Source: an optimization exercise on an open RTL-to-GDS flow (aim: small area). Production flows keep margins and buffers that such runs may drop. At most, simulation tests tie the RTL to the original design; equivalence was not proved. Power and IR drop assume default switching activity.

==> run a <==
// ALU_TOP
module ALU_TOP (
  input  wire [15:0] A,
  input  wire [15:0] B,
  input  wire [3:0]  alu_fun,
  input  wire        clk,
  input  wire        rest,
  output wire [15:0] ari_out,
  output wire        carry_out,
  output wire        ari_flag,
  output wire [15:0] log_out,
  output wire        log_flag,
  output wire [15:0] cmp_out,
  output wire        cmp_flag,
  output wire [15:0] shift_out,
  output wire        shift_flag
);
Settings: LEC_CHECK=0, CAP_MARGIN=20, CORE_MARGIN=2, CORE_UTILIZATION=40, SLEW_MARGIN=20, SYNTH_HIERARCHICAL=1; clock period 35.0 ns.
standard.sh (not shown) runs the stock make flow with config.mk's settings and CLKGATE_MAP_FILE= SYNTH_SCRIPT=/design/flow/synth_recipe.tcl, a recipe that flattens the netlist after the stock synthesis.
==> flow/flow/run.sh <==
#!/bin/bash
# Standard ORFS layout (standard.sh, with its unchanged synthesis), except:
#  - port buffers use the smallest buffer cell, not the one buffer_ports picks;
#  - the clock tree uses clkbuf_8 cells and no dummy loads (the tree stays
#    balanced by CTS as usual).
set -euo pipefail
bash standard.sh \
  "BUFFER_PORTS_ARGS=-buffer_cell sky130_fd_sc_hd__buf_1" \
  "CTS_ARGS=-sink_clustering_enable -repair_clock_nets -dont_use_dummy_load -buf_list sky130_fd_sc_hd__clkbuf_8" \
  finish > standard_flow.log 2>&1
==> run b: changes against run a <==
CORE_UTILIZATION = 60   (was 40)
==> run c: changes against run a <==
CORE_UTILIZATION = 75   (was 40)
==> notes <==
- Of run b and run c, run b has the higher die area (gap about 24%, measured against run c).
- In flip-flop and latch count, run a and run c do not differ.
- The lowest non-clock buffer count belongs to run b, the highest to run a.
- Run b finished clean. Run c finished with timing, DRC and antenna clean. Run a completed with no timing, DRC or antenna violations.
- First-iteration DRC count, highest first: run b, run c, run a.
- Sequential share of layout area: run a < run b < run c.
==> figures <==
Die width: run a 135.5 microns; run b 111.3 microns; run c 100.0 microns
Area of combinational cells with multiple inputs: run a 0.005658 sq mm; run b 0.005652 sq mm; run c 0.005655 sq mm
Reg power frac: run a 0.303; run b 0.298; run c 0.290
Area of the core: run a 0.01712 sq mm; run b 0.01132 sq mm; run c 0.009109 sq mm
Global-route wire length before repair: run a 32950 microns; run b 31650 microns; run c 31760 microns
Result of the run: run a no timing/DRC/antenna violations; run b no timing/DRC/antenna violations; run c no timing/DRC/antenna violations
Combinational fraction of design power: run a 0.573; run b 0.577; run c 0.580
Placed instance count: run a 1004; run b 920; run c 889
Switching pwr: run a 99.50 uW; run b 101.1 uW; run c 104.9 uW
Number of non-clock buffers in the layout: run a 110; run b 105; run c 107
Overall Power: run a 227.0 uW; run b 229.5 uW; run c 234.6 uW

* * *

==> quartz <==
Another version of the RTL of ALU_TOP (not shown whole).
==> flow/config.mk <==
export PLATFORM = sky130hd
export DESIGN_NAME = ALU_TOP
export DESIGN_NICKNAME = ALU_TOP
export VERILOG_FILES = /design/flow/design.v
export SDC_FILE = /design/flow/constraint.sdc
export NUM_CORES = 4
export LEC_CHECK = 0
export CAP_MARGIN = 20
export CORE_MARGIN = 2
export CORE_UTILIZATION = 40
export SLEW_MARGIN = 20
export SYNTH_HIERARCHICAL = 1
==> flow/constraint.sdc <==
create_clock -name core_clock -period 35.0 [get_ports {clk}]
set_input_delay 7.0000 -clock core_clock [delete_from_list [all_inputs] [get_ports {clk}]]
set_output_delay 7.0000 -clock core_clock [all_outputs]
set_load 0.01 [all_outputs]
Scripts as last shown in full above: flow/flow/run.sh
==> garnet: changes against quartz <==
--- a/flow/design.v
+++ b/flow/design.v
@@ -325,14 +325,14 @@
       f <= alu_fun;
       c <= {c_next1, c_next0};
     end
   end
   assign cmp_out = {14'b0, c};
-  wire mul, dv, v1, v0, nv1, nv0, g0, ng0, e_q, e_t, e_f, l_np1, l_np0, l_op0, l_nop0;
+  wire mul, dv, v1, v0, nv1, nv0, g0, ng0, e_q, e_t, e_f, e_nt, e_nf, l_np1, l_np0, l_op0, l_nop0;
   wire s_ar, s_al, s_br, s_bl, s_nar, s_nal;
   dec_post u_decp (.f(f), .a0(ar[0]), .mul(mul), .dv(dv), .v1(v1), .v0(v0), .nv1(nv1), .nv0(nv0),
-                   .g0(g0), .ng0(ng0), .e_q(e_q), .e_t(e_t), .e_f(e_f),
+                   .g0(g0), .ng0(ng0), .e_q(e_q), .e_t(e_t), .e_f(e_f), .e_nt(e_nt), .e_nf(e_nf),
                    .l_np1(l_np1), .l_np0(l_np0), .l_op0(l_op0), .l_nop0(l_nop0),
                    .s_ar(s_ar), .s_al(s_al), .s_br(s_br), .s_bl(s_bl), .s_nar(s_nar), .s_nal(s_nal));
   wire [15:0] nbr;
   generate
     for (k = 0; k < 16; k = k + 1) begin : g_nbr
@@ -582,26 +582,26 @@
   fa_c u_p0_f15 (.x(p0_x[15]), .y(p0_y15), .ci(p0_c[15]), .s(p0_s[15]), .co(p0_c[16]));
   wire p0_ok;
   okg_10 u_p0_ok (.co(p0_c[16]), .hz(hz[0]), .ok(p0_ok));
   wire [15:0] a_p = {rr, ar};
   wire [15:0] q = {qr, p4_sel, p3_sel, p2_sel, p1_sel, p0_ok};
-  aout u_ao0 (.q(q[0]), .s(p0_s[0]), .eq(e_q), .ea(e_t), .eb(e_f), .o(ari_out[0]));
-  aout u_ao1 (.q(q[1]), .s(p0_s[1]), .eq(e_q), .ea(e_t), .eb(e_f), .o(ari_out[1]));
-  aout u_ao2 (.q(q[2]), .s(p0_s[2]), .eq(e_q), .ea(e_t), .eb(e_f), .o(ari_out[2]));
-  aout u_ao3 (.q(q[3]), .s(p0_s[3]), .eq(e_q), .ea(e_f), .eb(e_t), .o(ari_out[3]));
-  aout u_ao4 (.q(q[4]), .s(p0_s[4]), .eq(e_q), .ea(e_f), .eb(e_t), .o(ari_out[4]));
-  aout u_ao5 (.q(q[5]), .s(p0_s[5]), .eq(e_q), .ea(e_f), .eb(e_t), .o(ari_out[5]));
-  aout u_ao6 (.q(q[6]), .s(p0_s[6]), .eq(e_q), .ea(e_t), .eb(e_f), .o(ari_out[6]));
-  aout u_ao7 (.q(q[7]), .s(p0_s[7]), .eq(e_q), .ea(e_t), .eb(e_f), .o(ari_out[7]));
-  aout u_ao8 (.q(q[8]), .s(p0_s[8]), .eq(e_q), .ea(e_t), .eb(e_f), .o(ari_out[8]));
-  aout u_ao9 (.q(q[9]), .s(p0_s[9]), .eq(e_q), .ea(e_t), .eb(e_f), .o(ari_out[9]));
-  aout u_ao10 (.q(q[10]), .s(p0_s[10]), .eq(e_q), .ea(e_t), .eb(e_f), .o(ari_out[10]));
-  aout u_ao11 (.q(q[11]), .s(p0_s[11]), .eq(e_q), .ea(e_t), .eb(e_f), .o(ari_out[11]));
-  aout u_ao12 (.q(q[12]), .s(p0_s[12]), .eq(e_q), .ea(e_f), .eb(e_t), .o(ari_out[12]));
-  aout u_ao13 (.q(q[13]), .s(p0_s[13]), .eq(e_q), .ea(e_f), .eb(e_t), .o(ari_out[13]));
-  aout u_ao14 (.q(q[14]), .s(p0_s[14]), .eq(e_q), .ea(e_f), .eb(e_t), .o(ari_out[14]));
-  aout u_ao15 (.q(q[15]), .s(p0_s[15]), .eq(e_q), .ea(e_f), .eb(e_t), .o(ari_out[15]));
+  aout u_ao0 (.q(q[0]), .s(p0_s[0]), .eq(e_q), .ea(e_t), .neb(e_nf), .o(ari_out[0]));
+  aout u_ao1 (.q(q[1]), .s(p0_s[1]), .eq(e_q), .ea(e_t), .neb(e_nf), .o(ari_out[1]));
+  aout u_ao2 (.q(q[2]), .s(p0_s[2]), .eq(e_q), .ea(e_t), .neb(e_nf), .o(ari_out[2]));
+  aout u_ao3 (.q(q[3]), .s(p0_s[3]), .eq(e_q), .ea(e_f), .neb(e_nt), .o(ari_out[3]));
+  aout u_ao4 (.q(q[4]), .s(p0_s[4]), .eq(e_q), .ea(e_f), .neb(e_nt), .o(ari_out[4]));
+  aout u_ao5 (.q(q[5]), .s(p0_s[5]), .eq(e_q), .ea(e_f), .neb(e_nt), .o(ari_out[5]));
+  aout u_ao6 (.q(q[6]), .s(p0_s[6]), .eq(e_q), .ea(e_t), .neb(e_nf), .o(ari_out[6]));
+  aout u_ao7 (.q(q[7]), .s(p0_s[7]), .eq(e_q), .ea(e_t), .neb(e_nf), .o(ari_out[7]));
+  aout u_ao8 (.q(q[8]), .s(p0_s[8]), .eq(e_q), .ea(e_t), .neb(e_nf), .o(ari_out[8]));
+  aout u_ao9 (.q(q[9]), .s(p0_s[9]), .eq(e_q), .ea(e_t), .neb(e_nf), .o(ari_out[9]));
+  aout u_ao10 (.q(q[10]), .s(p0_s[10]), .eq(e_q), .ea(e_t), .neb(e_nf), .o(ari_out[10]));
+  aout u_ao11 (.q(q[11]), .s(p0_s[11]), .eq(e_q), .ea(e_t), .neb(e_nf), .o(ari_out[11]));
+  aout u_ao12 (.q(q[12]), .s(p0_s[12]), .eq(e_q), .ea(e_f), .neb(e_nt), .o(ari_out[12]));
+  aout u_ao13 (.q(q[13]), .s(p0_s[13]), .eq(e_q), .ea(e_f), .neb(e_nt), .o(ari_out[13]));
+  aout u_ao14 (.q(q[14]), .s(p0_s[14]), .eq(e_q), .ea(e_f), .neb(e_nt), .o(ari_out[14]));
+  aout u_ao15 (.q(q[15]), .s(p0_s[15]), .eq(e_q), .ea(e_f), .neb(e_nt), .o(ari_out[15]));
   logb u_lg0 (.a(a_p[0]), .b(br[0]), .c(l_op0), .np1(l_np1), .np0(l_np0), .o(log_out[0]));
   logb u_lg1 (.a(a_p[1]), .b(br[1]), .c(l_op0), .np1(l_np1), .np0(l_np0), .o(log_out[1]));
   logb u_lg2 (.a(a_p[2]), .b(br[2]), .c(l_op0), .np1(l_np1), .np0(l_np0), .o(log_out[2]));
   logb u_lg3 (.a(a_p[3]), .b(br[3]), .c(l_op0), .np1(l_np1), .np0(l_np0), .o(log_out[3]));
   logb u_lg4 (.a(a_p[4]), .b(br[4]), .c(l_op0), .np1(l_np1), .np0(l_np0), .o(log_out[4]));
@@ -631,19 +631,19 @@
   shb_nt u_sh12 (.a1(a_p[13]), .er(s_nar), .b1(br[13]), .ebr(s_br), .a0(a_p[11]), .el(s_al), .b0(br[11]), .ebl(s_bl), .o(shift_out[12]));
   shb_nn u_sh13 (.a1(a_p[14]), .er(s_nar), .b1(br[14]), .ebr(s_br), .a0(a_p[12]), .el(s_nal), .b0(br[12]), .ebl(s_bl), .o(shift_out[13]));
   shb_nn u_sh14 (.a1(a_p[15]), .er(s_nar), .b1(br[15]), .ebr(s_br), .a0(a_p[13]), .el(s_nal), .b0(br[13]), .ebl(s_bl), .o(shift_out[14]));
   shb_xn u_sh15 (.a0(a_p[14]), .el(s_nal), .b0(br[14]), .ebl(s_bl), .o(shift_out[15]));
 endmodule
-module aout (input q, input s, input eq, input ea, input eb, output o);
-  assign o = (q & eq) | (s & ea) | (~s & eb);
+module aout (input q, input s, input eq, input ea, input neb, output o);
+  assign o = (q & eq) | (s & ea) | ~(s | neb);
 endmodule
 module cmp_bit (input a, input b, input inv, input ci, output co, output e);
   wire y = b ^ inv;
   assign co = (a & y) | (ci & (a | y));
   assign e = ~(a ^ b);
 endmodule
-module dec_post (input [3:0] f, input a0, output mul, output dv, output v1, output v0, output nv1, output nv0, output g0, output ng0, output e_q, output e_t, output e_f, output l_np1, output l_np0, output l_op0, output l_nop0, output s_ar, output s_al, output s_br, output s_bl, output s_nar, output s_nal);
+module dec_post (input [3:0] f, input a0, output mul, output dv, output v1, output v0, output nv1, output nv0, output g0, output ng0, output e_q, output e_t, output e_f, output e_nt, output e_nf, output l_np1, output l_np0, output l_op0, output l_nop0, output s_ar, output s_al, output s_br, output s_bl, output s_nar, output s_nal);
   wire ari_en = (f[3:2] == 2'b00);
   wire log_en = (f[3:2] == 2'b01);
   wire sh_en  = (f[3:2] == 2'b11);
   wire sub = (f == 4'b0001);
   assign mul = (f == 4'b0010);
@@ -656,10 +656,12 @@
   assign g0 = a0 | ~mul;        
   assign ng0 = ~g0;
   assign e_q = ari_en & dv;             
   assign e_t = ari_en & ~dv & ~sub;     
   assign e_f = ari_en & sub;            
+  assign e_nt = ~e_t;
+  assign e_nf = ~e_f;
   assign l_np1 = ~(log_en & ~f[1]);    
   assign l_np0 = ~(log_en & f[1]);     
   assign l_op0 = f[0];
   assign l_nop0 = ~f[0];
   assign s_ar = sh_en & (f[1:0] == 2'b00);    
==> flow/flow/run.sh (replaced) <==
#!/bin/bash
# Standard ORFS layout (standard.sh, with its unchanged synthesis), except:
#  - port buffers use the smallest buffer cell, not the one buffer_ports picks;
#  - the clock tree uses clkbuf_8 cells and no dummy loads (the tree stays
#    balanced by CTS as usual).
set -euo pipefail
bash standard.sh \
  "BUFFER_PORTS_ARGS=-buffer_cell sky130_fd_sc_hd__buf_1" \
  "CTS_ARGS=-sink_clustering_enable -repair_clock_nets -dont_use_dummy_load -sink_clustering_size 25 -buf_list sky130_fd_sc_hd__clkbuf_8" \
  finish > standard_flow.log 2>&1
CORE_UTILIZATION = 60   (was 40)
==> onyx: changes against quartz <==
--- a/flow/design.v
+++ b/flow/design.v
@@ -325,14 +325,14 @@
       f <= alu_fun;
       c <= {c_next1, c_next0};
     end
   end
   assign cmp_out = {14'b0, c};
-  wire mul, dv, v1, v0, nv1, nv0, g0, ng0, e_q, e_t, e_f, l_np1, l_np0, l_op0, l_nop0;
+  wire mul, dv, v1, v0, nv1, nv0, g0, ng0, e_q, e_t, e_f, e_nt, e_nf, l_np1, l_np0, l_op0, l_nop0;
   wire s_ar, s_al, s_br, s_bl, s_nar, s_nal;
   dec_post u_decp (.f(f), .a0(ar[0]), .mul(mul), .dv(dv), .v1(v1), .v0(v0), .nv1(nv1), .nv0(nv0),
-                   .g0(g0), .ng0(ng0), .e_q(e_q), .e_t(e_t), .e_f(e_f),
+                   .g0(g0), .ng0(ng0), .e_q(e_q), .e_t(e_t), .e_f(e_f), .e_nt(e_nt), .e_nf(e_nf),
                    .l_np1(l_np1), .l_np0(l_np0), .l_op0(l_op0), .l_nop0(l_nop0),
                    .s_ar(s_ar), .s_al(s_al), .s_br(s_br), .s_bl(s_bl), .s_nar(s_nar), .s_nal(s_nal));
   wire [15:0] nbr;
   generate
     for (k = 0; k < 16; k = k + 1) begin : g_nbr
@@ -582,26 +582,26 @@
   fa_c u_p0_f15 (.x(p0_x[15]), .y(p0_y15), .ci(p0_c[15]), .s(p0_s[15]), .co(p0_c[16]));
   wire p0_ok;
   okg_10 u_p0_ok (.co(p0_c[16]), .hz(hz[0]), .ok(p0_ok));
   wire [15:0] a_p = {rr, ar};
   wire [15:0] q = {qr, p4_sel, p3_sel, p2_sel, p1_sel, p0_ok};
-  aout u_ao0 (.q(q[0]), .s(p0_s[0]), .eq(e_q), .ea(e_t), .eb(e_f), .o(ari_out[0]));
-  aout u_ao1 (.q(q[1]), .s(p0_s[1]), .eq(e_q), .ea(e_t), .eb(e_f), .o(ari_out[1]));
-  aout u_ao2 (.q(q[2]), .s(p0_s[2]), .eq(e_q), .ea(e_t), .eb(e_f), .o(ari_out[2]));
-  aout u_ao3 (.q(q[3]), .s(p0_s[3]), .eq(e_q), .ea(e_f), .eb(e_t), .o(ari_out[3]));
-  aout u_ao4 (.q(q[4]), .s(p0_s[4]), .eq(e_q), .ea(e_f), .eb(e_t), .o(ari_out[4]));
-  aout u_ao5 (.q(q[5]), .s(p0_s[5]), .eq(e_q), .ea(e_f), .eb(e_t), .o(ari_out[5]));
-  aout u_ao6 (.q(q[6]), .s(p0_s[6]), .eq(e_q), .ea(e_t), .eb(e_f), .o(ari_out[6]));
-  aout u_ao7 (.q(q[7]), .s(p0_s[7]), .eq(e_q), .ea(e_t), .eb(e_f), .o(ari_out[7]));
-  aout u_ao8 (.q(q[8]), .s(p0_s[8]), .eq(e_q), .ea(e_t), .eb(e_f), .o(ari_out[8]));
-  aout u_ao9 (.q(q[9]), .s(p0_s[9]), .eq(e_q), .ea(e_t), .eb(e_f), .o(ari_out[9]));
-  aout u_ao10 (.q(q[10]), .s(p0_s[10]), .eq(e_q), .ea(e_t), .eb(e_f), .o(ari_out[10]));
-  aout u_ao11 (.q(q[11]), .s(p0_s[11]), .eq(e_q), .ea(e_t), .eb(e_f), .o(ari_out[11]));
-  aout u_ao12 (.q(q[12]), .s(p0_s[12]), .eq(e_q), .ea(e_f), .eb(e_t), .o(ari_out[12]));
-  aout u_ao13 (.q(q[13]), .s(p0_s[13]), .eq(e_q), .ea(e_f), .eb(e_t), .o(ari_out[13]));
-  aout u_ao14 (.q(q[14]), .s(p0_s[14]), .eq(e_q), .ea(e_f), .eb(e_t), .o(ari_out[14]));
-  aout u_ao15 (.q(q[15]), .s(p0_s[15]), .eq(e_q), .ea(e_f), .eb(e_t), .o(ari_out[15]));
+  aout u_ao0 (.q(q[0]), .s(p0_s[0]), .eq(e_q), .ea(e_t), .neb(e_nf), .o(ari_out[0]));
+  aout u_ao1 (.q(q[1]), .s(p0_s[1]), .eq(e_q), .ea(e_t), .neb(e_nf), .o(ari_out[1]));
+  aout u_ao2 (.q(q[2]), .s(p0_s[2]), .eq(e_q), .ea(e_t), .neb(e_nf), .o(ari_out[2]));
+  aout u_ao3 (.q(q[3]), .s(p0_s[3]), .eq(e_q), .ea(e_f), .neb(e_nt), .o(ari_out[3]));
+  aout u_ao4 (.q(q[4]), .s(p0_s[4]), .eq(e_q), .ea(e_f), .neb(e_nt), .o(ari_out[4]));
+  aout u_ao5 (.q(q[5]), .s(p0_s[5]), .eq(e_q), .ea(e_f), .neb(e_nt), .o(ari_out[5]));
+  aout u_ao6 (.q(q[6]), .s(p0_s[6]), .eq(e_q), .ea(e_t), .neb(e_nf), .o(ari_out[6]));
+  aout u_ao7 (.q(q[7]), .s(p0_s[7]), .eq(e_q), .ea(e_t), .neb(e_nf), .o(ari_out[7]));
+  aout u_ao8 (.q(q[8]), .s(p0_s[8]), .eq(e_q), .ea(e_t), .neb(e_nf), .o(ari_out[8]));
+  aout u_ao9 (.q(q[9]), .s(p0_s[9]), .eq(e_q), .ea(e_t), .neb(e_nf), .o(ari_out[9]));
+  aout u_ao10 (.q(q[10]), .s(p0_s[10]), .eq(e_q), .ea(e_t), .neb(e_nf), .o(ari_out[10]));
+  aout u_ao11 (.q(q[11]), .s(p0_s[11]), .eq(e_q), .ea(e_t), .neb(e_nf), .o(ari_out[11]));
+  aout u_ao12 (.q(q[12]), .s(p0_s[12]), .eq(e_q), .ea(e_f), .neb(e_nt), .o(ari_out[12]));
+  aout u_ao13 (.q(q[13]), .s(p0_s[13]), .eq(e_q), .ea(e_f), .neb(e_nt), .o(ari_out[13]));
+  aout u_ao14 (.q(q[14]), .s(p0_s[14]), .eq(e_q), .ea(e_f), .neb(e_nt), .o(ari_out[14]));
+  aout u_ao15 (.q(q[15]), .s(p0_s[15]), .eq(e_q), .ea(e_f), .neb(e_nt), .o(ari_out[15]));
   logb u_lg0 (.a(a_p[0]), .b(br[0]), .c(l_op0), .np1(l_np1), .np0(l_np0), .o(log_out[0]));
   logb u_lg1 (.a(a_p[1]), .b(br[1]), .c(l_op0), .np1(l_np1), .np0(l_np0), .o(log_out[1]));
   logb u_lg2 (.a(a_p[2]), .b(br[2]), .c(l_op0), .np1(l_np1), .np0(l_np0), .o(log_out[2]));
   logb u_lg3 (.a(a_p[3]), .b(br[3]), .c(l_op0), .np1(l_np1), .np0(l_np0), .o(log_out[3]));
   logb u_lg4 (.a(a_p[4]), .b(br[4]), .c(l_op0), .np1(l_np1), .np0(l_np0), .o(log_out[4]));
@@ -631,19 +631,19 @@
   shb_nt u_sh12 (.a1(a_p[13]), .er(s_nar), .b1(br[13]), .ebr(s_br), .a0(a_p[11]), .el(s_al), .b0(br[11]), .ebl(s_bl), .o(shift_out[12]));
   shb_nn u_sh13 (.a1(a_p[14]), .er(s_nar), .b1(br[14]), .ebr(s_br), .a0(a_p[12]), .el(s_nal), .b0(br[12]), .ebl(s_bl), .o(shift_out[13]));
   shb_nn u_sh14 (.a1(a_p[15]), .er(s_nar), .b1(br[15]), .ebr(s_br), .a0(a_p[13]), .el(s_nal), .b0(br[13]), .ebl(s_bl), .o(shift_out[14]));
   shb_xn u_sh15 (.a0(a_p[14]), .el(s_nal), .b0(br[14]), .ebl(s_bl), .o(shift_out[15]));
 endmodule
-module aout (input q, input s, input eq, input ea, input eb, output o);
-  assign o = (q & eq) | (s & ea) | (~s & eb);
+module aout (input q, input s, input eq, input ea, input neb, output o);
+  assign o = (q & eq) | (s & ea) | ~(s | neb);
 endmodule
 module cmp_bit (input a, input b, input inv, input ci, output co, output e);
   wire y = b ^ inv;
   assign co = (a & y) | (ci & (a | y));
   assign e = ~(a ^ b);
 endmodule
-module dec_post (input [3:0] f, input a0, output mul, output dv, output v1, output v0, output nv1, output nv0, output g0, output ng0, output e_q, output e_t, output e_f, output l_np1, output l_np0, output l_op0, output l_nop0, output s_ar, output s_al, output s_br, output s_bl, output s_nar, output s_nal);
+module dec_post (input [3:0] f, input a0, output mul, output dv, output v1, output v0, output nv1, output nv0, output g0, output ng0, output e_q, output e_t, output e_f, output e_nt, output e_nf, output l_np1, output l_np0, output l_op0, output l_nop0, output s_ar, output s_al, output s_br, output s_bl, output s_nar, output s_nal);
   wire ari_en = (f[3:2] == 2'b00);
   wire log_en = (f[3:2] == 2'b01);
   wire sh_en  = (f[3:2] == 2'b11);
   wire sub = (f == 4'b0001);
   assign mul = (f == 4'b0010);
@@ -656,10 +656,12 @@
   assign g0 = a0 | ~mul;        
   assign ng0 = ~g0;
   assign e_q = ari_en & dv;             
   assign e_t = ari_en & ~dv & ~sub;     
   assign e_f = ari_en & sub;            
+  assign e_nt = ~e_t;
+  assign e_nf = ~e_f;
   assign l_np1 = ~(log_en & ~f[1]);    
   assign l_np0 = ~(log_en & f[1]);     
   assign l_op0 = f[0];
   assign l_nop0 = ~f[0];
   assign s_ar = sh_en & (f[1:0] == 2'b00);    
CORE_UTILIZATION = 60   (was 40)
GPL_TIMING_DRIVEN = 0   (was default)
==> run notes <==
metric	quartz	garnet	onyx
Non-clock buffer contribution to total cell area	0.0614	0.0588	0.0721
Area of combinational cells with multiple inputs	0.00566 mm^2	0.00565 mm^2	0.00571 mm^2
Portion of total power attributed to the clock network	0.130	0.125	0.120
Adder-cell area share of the yosys netlist	0.411	0.410	0.410
Routed wire length per instance	20.5 um	21.7 um	21.1 um
Met1 Track Usage GR	0.341	0.424	0.426
Detailed route wirelength on metal3	1050 um	1290 um	1340 um
Pin slew with the least headroom to its limit	1.03 ns	1.17 ns	1.13 ns
Leakage	2.93 nW	2.92 nW	3.01 nW
Via count	5900	5937	6149
Outcome	no timing/DRC/antenna violations	no timing/DRC/antenna violations	no timing/DRC/antenna violations
Min Hold Slack	6.55 ns	6.56 ns	6.55 ns
Area after DPL	0.00754 mm^2	0.00742 mm^2	0.00752 mm^2
First-pass GRT wire length	32700 um	31700 um	31700 um
Proportion of netlist area held by the largest area contributor	0.348	0.347	0.347
Highest clock rate	29.9 MHz	29.6 MHz	29.9 MHz
Combinational logic power	0.130 mW	0.132 mW	0.135 mW
Cell count after placement	1004	920	932
Number of non-clock inverters	50	53	53
Area of the die	0.0183 mm^2	0.0124 mm^2	0.0124 mm^2
Cells after Synth	680	681	681
Worst path max stage delay	0.45 ns	0.46 ns	0.46 ns
Seq pwr share	0.300	0.298	0.294
Final critical delay including setup and external delays	33.47 ns	33.74 ns	33.44 ns
The RTL of quartz was laid out without a check of its function.

static timing again, ports no longer ideal:
How much do the figures lean on ideal ports? The routed layouts below were timed once more, with nothing changed but the port constraints.
Step 1 (the two cells are an assumption about what drives the block):
set clk [get_ports {clk}]
set_driving_cell -lib_cell sky130_fd_sc_hd__clkbuf_16 $clk
set_driving_cell -lib_cell sky130_fd_sc_hd__buf_2 [delete_from_list [all_inputs] $clk]
Step 2 moves the port delays by t, midway between the first and last clock arrival at a register: inputs arrive t later, outputs are due t later. That takes back most of the time a late clock gives input paths.
a / b / c = no drivers / after step 1 / after step 2; a / b = the first two.
run | t (ns) | setup slack, ns | worst hold slack (ns) | pins driven straight from the clock port
run a | 0.317 | 1.505 / 1.512 / 1.195 | 6.543 / 6.534 / 6.851 | 1
run b | 0.319 | 1.257 / 1.268 / 0.949 | 6.557 / 6.547 / 6.865 | 1
run c | 0.329 | 1.264 / 1.274 / 0.945 | 6.536 / 6.530 / 6.859 | 1
quartz | 0.319 | 1.526 / 1.538 / 1.219 | 6.549 / 6.539 / 6.858 | 1
garnet | 0.319 | 1.257 / 1.268 / 0.949 | 6.557 / 6.547 / 6.865 | 1
onyx | 0.307 | 1.556 / 1.563 / 1.255 | 6.551 / 6.549 / 6.857 | 1
After both steps setup and hold are still met in every run listed. For run c, which loses most, drivers alone change the setup slack by +0.010 ns; drivers and shift together by -0.319 ns.
